Context: an optimization exercise on an open-source flow, tuned for small area and a short achievable clock period. The choices shown serve that exercise and are no tape-out recipe. The RTL was checked by simulation tests, not by an equivalence proof against the original design.

// MAC
module MAC(A,B,out,clk,reset);
  input [15:0] A,B;
  input clk,reset;
  output [35:0] out;
  reg [35:0] x;
  reg [35:0] y;
  wire [35:0] acc = out;
  wire [35:0] nx, ny;
  reg cr;    
  wire ncr;
  wire na0, nb0;
  INV uia0 (A[0], na0);
  INV uib0 (B[0], nb0);
  wire na1, nb1;
  INV uia1 (A[1], na1);
  INV uib1 (B[1], nb1);
  wire na2, nb2;
  INV uia2 (A[2], na2);
  INV uib2 (B[2], nb2);
  wire na3, nb3;
  INV uia3 (A[3], na3);
  INV uib3 (B[3], nb3);
  wire na4, nb4;
  INV uia4 (A[4], na4);
  INV uib4 (B[4], nb4);
  wire na5, nb5;
  INV uia5 (A[5], na5);
  INV uib5 (B[5], nb5);
  wire na6, nb6;
  INV uia6 (A[6], na6);
  INV uib6 (B[6], nb6);
  wire na7, nb7;
  INV uia7 (A[7], na7);
  INV uib7 (B[7], nb7);
  wire na8, nb8;
  INV uia8 (A[8], na8);
  INV uib8 (B[8], nb8);
  wire na9, nb9;
  INV uia9 (A[9], na9);
  INV uib9 (B[9], nb9);
  wire na10, nb10;
  INV uia10 (A[10], na10);
  INV uib10 (B[10], nb10);
  wire na11, nb11;
  INV uia11 (A[11], na11);
  INV uib11 (B[11], nb11);
  wire na12, nb12;
  INV uia12 (A[12], na12);
  INV uib12 (B[12], nb12);
  wire na13, nb13;
  INV uia13 (A[13], na13);
  INV uib13 (B[13], nb13);
  wire na14, nb14;
  INV uia14 (A[14], na14);
  INV uib14 (B[14], nb14);
  wire na15, nb15;
  INV uia15 (A[15], na15);
  INV uib15 (B[15], nb15);
  wire pp_0_0 = ~(na0 | nb0);
  wire pp_0_1 = ~(na0 | nb1);
  ...
Size in the first run: ~63 flip-flops, about 70 I/O pins.
==> flow/config.mk <==
export PLATFORM = sky130hd
export DESIGN_NAME = MAC
export DESIGN_NICKNAME = MAC
export VERILOG_FILES = /design/flow/design.v
export SDC_FILE = /design/flow/constraint.sdc
export NUM_CORES = 4
export LEC_CHECK = 0
export CAP_MARGIN = 20
export CORE_MARGIN = 2
export CORE_UTILIZATION = 60
export PLACE_DENSITY = 0.8
export SLEW_MARGIN = 20
export SYNTH_HIERARCHICAL = 1
==> flow/constraint.sdc <==
create_clock -name core_clock -period 18.0 [get_ports {clk}]
set_input_delay 3.6000 -clock core_clock [delete_from_list [all_inputs] [get_ports {clk}]]
set_output_delay 3.6000 -clock core_clock [all_outputs]
set_load 0.01 [all_outputs]
standard.sh (not shown) runs the stock make flow with config.mk's settings and CLKGATE_MAP_FILE= SYNTH_SCRIPT=/design/flow/synth_recipe.tcl, a recipe that flattens the netlist after the stock synthesis.
==> flow/flow/run.sh <==
#!/bin/bash
# The standard layout (standard.sh: standard synthesis and ORFS flow, SDC unchanged),
# with a hook after repair_design that sizes the port buffers and the operand inverters
# (hooks.tcl); knobs.sh holds the cell choices. make's output goes to make_flow.log, each
# ORFS step's log to orfs/logs/.
set -euo pipefail
HERE=$(cd "$(dirname "$0")" && pwd)
source "$HERE/knobs.sh"
export PORT_BUF_IN PORT_BUF_OUT OPND_INV DOWNSIZE HOOK_MARGIN SWAP_CELLS HOOK_SEQ
EXTRA=()
if [[ -n "${CTS_ARGS_K:-}" ]]; then EXTRA+=("CTS_ARGS=$CTS_ARGS_K"); fi
bash standard.sh BUFFER_PORTS_ARGS="-buffer_cell $PORT_BUF_IN" POST_RESIZE_TCL="$HERE/hooks.tcl" SETUP_SLACK_MARGIN=$MARGIN ${EXTRA[@]+"${EXTRA[@]}"} finish > make_flow.log 2>&1
==> flow/flow/hooks.tcl <==
# Sourced by ORFS after repair_design in the resize step (POST_RESIZE_TCL).
# Port buffers: inputs get $::env(PORT_BUF_IN), outputs $::env(PORT_BUF_OUT).
# Inverters fed by an input buffer (the operand inverters of the NOR partial
# products, each driving 16 gates) get $::env(OPND_INV).
set block [ord::get_db_block]
set n_in 0; set n_out 0; set n_inv 0
foreach bterm [$block getBTerms] {
  set net [$bterm getNet]
  if {$net eq "NULL"} continue
  set name [$bterm getName]
  if {$name eq "clk"} continue
  if {[$bterm getIoType] eq "INPUT"} {
    foreach it [$net getITerms] {
      set inst [$it getInst]
      set m [[$inst getMaster] getName]
      if {![string match "sky130_fd_sc_hd__*buf*" $m]} continue
      if {$m ne $::env(PORT_BUF_IN)} { replace_cell [get_cells [$inst getName]] [get_lib_cells $::env(PORT_BUF_IN)] }
      incr n_in
      foreach ot [$inst getITerms] {
        if {![$ot isOutputSignal]} continue
        set onet [$ot getNet]
        if {$onet eq "NULL"} continue
        foreach lt [$onet getITerms] {
          set li [$lt getInst]
          set lm [[$li getMaster] getName]
          if {[string match "sky130_fd_sc_hd__inv_*" $lm] && [$lt isInputSignal] && $::env(OPND_INV) ne ""} {
            replace_cell [get_cells [$li getName]] [get_lib_cells $::env(OPND_INV)]
            incr n_inv
          }
        }
      }
    }
  } else {
    foreach it [$net getITerms] {
      if {![$it isOutputSignal]} continue
      set inst [$it getInst]
      set m [[$inst getMaster] getName]
      if {![string match "sky130_fd_sc_hd__*buf*" $m]} continue
      if {$m ne $::env(PORT_BUF_OUT)} { replace_cell [get_cells [$inst getName]] [get_lib_cells $::env(PORT_BUF_OUT)] }
      incr n_out
    }
  }
}
puts "hooks: $n_in input buffers, $n_out output buffers, $n_inv operand inverters resized"

# Optional: every other cell to its drive-1 size (synthesis picks larger ones for speed),
# then repair_timing aiming at $::env(HOOK_MARGIN) ns of setup slack, so that only the
# cells on the paths that set the achieved period are sized up.
if {[info exists ::env(DOWNSIZE)] && $::env(DOWNSIZE)} {
  set n_down 0
  foreach inst [$block getInsts] {
    set m [[$inst getMaster] getName]
    if {[string match "*dfrtp*" $m] || [string match "*dfstp*" $m]} continue
    if {![regexp {^(sky130_fd_sc_hd__[a-z0-9]+)_([0-9]+)$} $m -> base sz]} continue
    if {$sz <= 1} continue
    set iname [$inst getName]
    if {[string match "input*" $iname] || [string match "output*" $iname]} continue
    if {[string match "sky130_fd_sc_hd__inv*" $m] && $::env(OPND_INV) eq $m} continue
    set lc [get_lib_cells -quiet ${base}_1]
    if {$lc eq ""} continue
    replace_cell [get_cells $iname] $lc
    incr n_down
  }
  puts "hooks: $n_down cells downsized"
}
if {[info exists ::env(HOOK_MARGIN)] && $::env(HOOK_MARGIN) > 0} {
  estimate_parasitics -placement
  puts "hooks: worst slack before [sta::worst_slack_cmd max]"
  set seq {}
  if {[info exists ::env(HOOK_SEQ)] && $::env(HOOK_SEQ) ne ""} { set seq [list -sequence $::env(HOOK_SEQ)] }
  repair_timing -setup -setup_margin $::env(HOOK_MARGIN) -match_cell_footprint {*}$seq -verbose
  puts "hooks: worst slack after [sta::worst_slack_cmd max]"
}

# Optional: given cell masters swapped wholesale (e.g. every fa_1 to fa_2), from SWAP_CELLS
# as "from1 to1 from2 to2 ...".
if {[info exists ::env(SWAP_CELLS)] && $::env(SWAP_CELLS) ne ""} {
  set n_sw 0
  foreach {from to} $::env(SWAP_CELLS) {
    set lc [get_lib_cells $to]
    foreach inst [$block getInsts] {
      if {[[$inst getMaster] getName] eq $from} {
        replace_cell [get_cells [$inst getName]] $lc
        incr n_sw
      }
    }
  }
  puts "hooks: $n_sw cells swapped"
}
==> flow/flow/knobs.sh <==
PORT_BUF_IN=sky130_fd_sc_hd__buf_1
PORT_BUF_OUT=sky130_fd_sc_hd__buf_2
OPND_INV=sky130_fd_sc_hd__inv_4
MARGIN=0
DOWNSIZE=0
HOOK_MARGIN=11.2
CTS_ARGS_K="-sink_clustering_enable -repair_clock_nets -dont_use_dummy_load -buf_list sky130_fd_sc_hd__clkbuf_8"
SWAP_CELLS=""
HOOK_SEQ="sizeup"
The baseline went through all stages and came out clean.
==> next run, changes <==
--- a/flow/flow/run.sh
+++ b/flow/flow/run.sh
@@ -9 +9 @@
-export PORT_BUF_IN PORT_BUF_OUT OPND_INV DOWNSIZE HOOK_MARGIN SWAP_CELLS HOOK_SEQ
+export PORT_BUF_IN PORT_BUF_OUT OPND_INV DOWNSIZE HOOK_MARGIN
--- a/flow/flow/hooks.tcl
+++ b/flow/flow/hooks.tcl
@@ -69,3 +69 @@
-  set seq {}
-  if {[info exists ::env(HOOK_SEQ)] && $::env(HOOK_SEQ) ne ""} { set seq [list -sequence $::env(HOOK_SEQ)] }
-  repair_timing -setup -setup_margin $::env(HOOK_MARGIN) -match_cell_footprint {*}$seq -verbose
+  repair_timing -setup -setup_margin $::env(HOOK_MARGIN) -match_cell_footprint -verbose
@@ -74,16 +71,0 @@
-
-# Optional: given cell masters swapped wholesale (e.g. every fa_1 to fa_2), from SWAP_CELLS
-# as "from1 to1 from2 to2 ...".
-if {[info exists ::env(SWAP_CELLS)] && $::env(SWAP_CELLS) ne ""} {
-  set n_sw 0
-  foreach {from to} $::env(SWAP_CELLS) {
-    set lc [get_lib_cells $to]
-    foreach inst [$block getInsts] {
-      if {[[$inst getMaster] getName] eq $from} {
-        replace_cell [get_cells [$inst getName]] $lc
-        incr n_sw
-      }
-    }
-  }
-  puts "hooks: $n_sw cells swapped"
-}
==> flow/flow/knobs.sh (replaced) <==
PORT_BUF_IN=sky130_fd_sc_hd__buf_1
PORT_BUF_OUT=sky130_fd_sc_hd__buf_2
OPND_INV=sky130_fd_sc_hd__inv_4
MARGIN=0
DOWNSIZE=0
HOOK_MARGIN=0
CTS_ARGS_K="-sink_clustering_enable -repair_clock_nets -dont_use_dummy_load -buf_list {sky130_fd_sc_hd__clkbuf_4 sky130_fd_sc_hd__clkbuf_8} -sink_clustering_size 10"
Settings changed: CORE_UTILIZATION 60 to 40, PLACE_DENSITY 0.8 to not set.
Wire length is higher by 4.8%; critical path depth stays the same; die area grows by 48%; worst setup slack loses 0.022 ns; final area grows by 0.35%.
==> next run, changes <==
==> flow/flow/knobs.sh (replaced) <==
PORT_BUF_IN=sky130_fd_sc_hd__buf_1
PORT_BUF_OUT=sky130_fd_sc_hd__buf_1
OPND_INV=sky130_fd_sc_hd__inv_4
MARGIN=0
DOWNSIZE=1
HOOK_MARGIN=0
CTS_ARGS_K="-sink_clustering_enable -repair_clock_nets -dont_use_dummy_load -buf_list sky130_fd_sc_hd__clkbuf_8"
Settings changed: CORE_UTILIZATION 40 to 60, PLACE_DENSITY set to 0.8.
What happened: The new run completed without violations; first-iteration DRC count came out higher by 6.2%; final area came out lower by 4.2%; synthesized cell count stays the same; fmax came out higher by 0.92%; clock-buffer cell count is unchanged; global-route usage came out higher by 7.4 points; area after synthesis does not change; worst hold slack stays flat; routed wire length came out lower by 5.0%; via count came out higher by 2.9%.
==> next run, changes <==
--- a/flow/flow/knobs.sh
+++ b/flow/flow/knobs.sh
@@ -2 +2 @@
-PORT_BUF_OUT=sky130_fd_sc_hd__buf_1
+PORT_BUF_OUT=sky130_fd_sc_hd__buf_2
@@ -5 +5 @@
-DOWNSIZE=1
+DOWNSIZE=0
Effect: Wire length goes down by 0.98%; count of clock-buffer cells in the layout does not change; global-route usage stays flat; first-iteration DRC count is higher by 19%; sequential share of layout area shrinks by 0.42 points; final cell count hardly moves; core utilization came out higher by 1.5 points; via count went down by 0.36%; register-to-register slack gets worse by 0.05 ns.
==> next run, changes <==
==> flow/flow/knobs.sh (replaced) <==
PORT_BUF_IN=sky130_fd_sc_hd__buf_1
PORT_BUF_OUT=sky130_fd_sc_hd__buf_2
OPND_INV=sky130_fd_sc_hd__inv_4
MARGIN=0
DOWNSIZE=0
HOOK_MARGIN=11.6
CTS_ARGS_K=""
Settings changed: CORE_UTILIZATION 60 to 40, PLACE_DENSITY 0.8 to not set.
Effect: Critical path depth is unchanged. Setup slack loses 0.026 ns. Non-clock buffer count came out higher by 47. Sequential share of layout area is lower by 1.8 points. Count of clock-buffer cells in the layout is unchanged.
==> next run, changes <==
==> flow/flow/knobs.sh (replaced) <==
PORT_BUF_IN=sky130_fd_sc_hd__buf_1
PORT_BUF_OUT=sky130_fd_sc_hd__buf_1
OPND_INV=sky130_fd_sc_hd__inv_2
MARGIN=0
DOWNSIZE=0
HOOK_MARGIN=0
CTS_ARGS_K="-sink_clustering_enable -repair_clock_nets -dont_use_dummy_load -buf_list sky130_fd_sc_hd__clkbuf_8"
Settings changed: CORE_UTILIZATION 40 to 60, PLACE_DENSITY set to 0.8.
After rerunning: Worst setup slack improves by 0.016 ns. Synthesized cell count does not change. Register-to-register slack degrades by 0.04 ns.

[re-timing with driven ports]
How much do the figures lean on ideal ports? The routed layouts below were timed once more, with nothing changed but the port constraints.
Step 1 sets driving cells, clkbuf_16 on the clock port and buf_2 on the other inputs (assumed; they add their load-dependent delay and slew).
Step 2 adds t to the input delays and takes it off the output delays; t is the mean of the earliest and latest rising clock arrival at the registers after step 1. Input paths then give back, and output paths get back, about the clock's delay inside the block.
Slacks: ideal / step 1 / step 2; pairs: ideal / step 1.
| run | t, ns | setup slack, ns | hold slack, ns | pins driven straight from the clock port |
|---|---|---|---|---|
| the first run | 0.393 | 11.295 / 11.254 / 11.063 | 0.458 / 0.458 / 0.458 | 1 |
| the second run | 0.409 | 11.273 / 11.228 / 10.907 | 0.459 / 0.459 / 0.459 | 1 |
| the third run | 0.388 | 11.334 / 11.298 / 11.002 | 0.460 / 0.460 / 0.460 | 1 |
| the fourth run | 0.390 | 11.256 / 11.220 / 10.999 | 0.458 / 0.458 / 0.458 | 1 |
| the fifth run | 0.397 | 11.230 / 11.184 / 11.043 | 0.462 / 0.462 / 0.462 | 1 |
| the sixth run | 0.379 | 11.247 / 11.232 / 10.877 | 0.460 / 0.460 / 0.460 | 1 |
After both steps setup and hold are still met in every run listed. The setup slack of the sixth run, which loses most, moves by -0.015 ns with the drivers and by -0.370 ns with both steps.
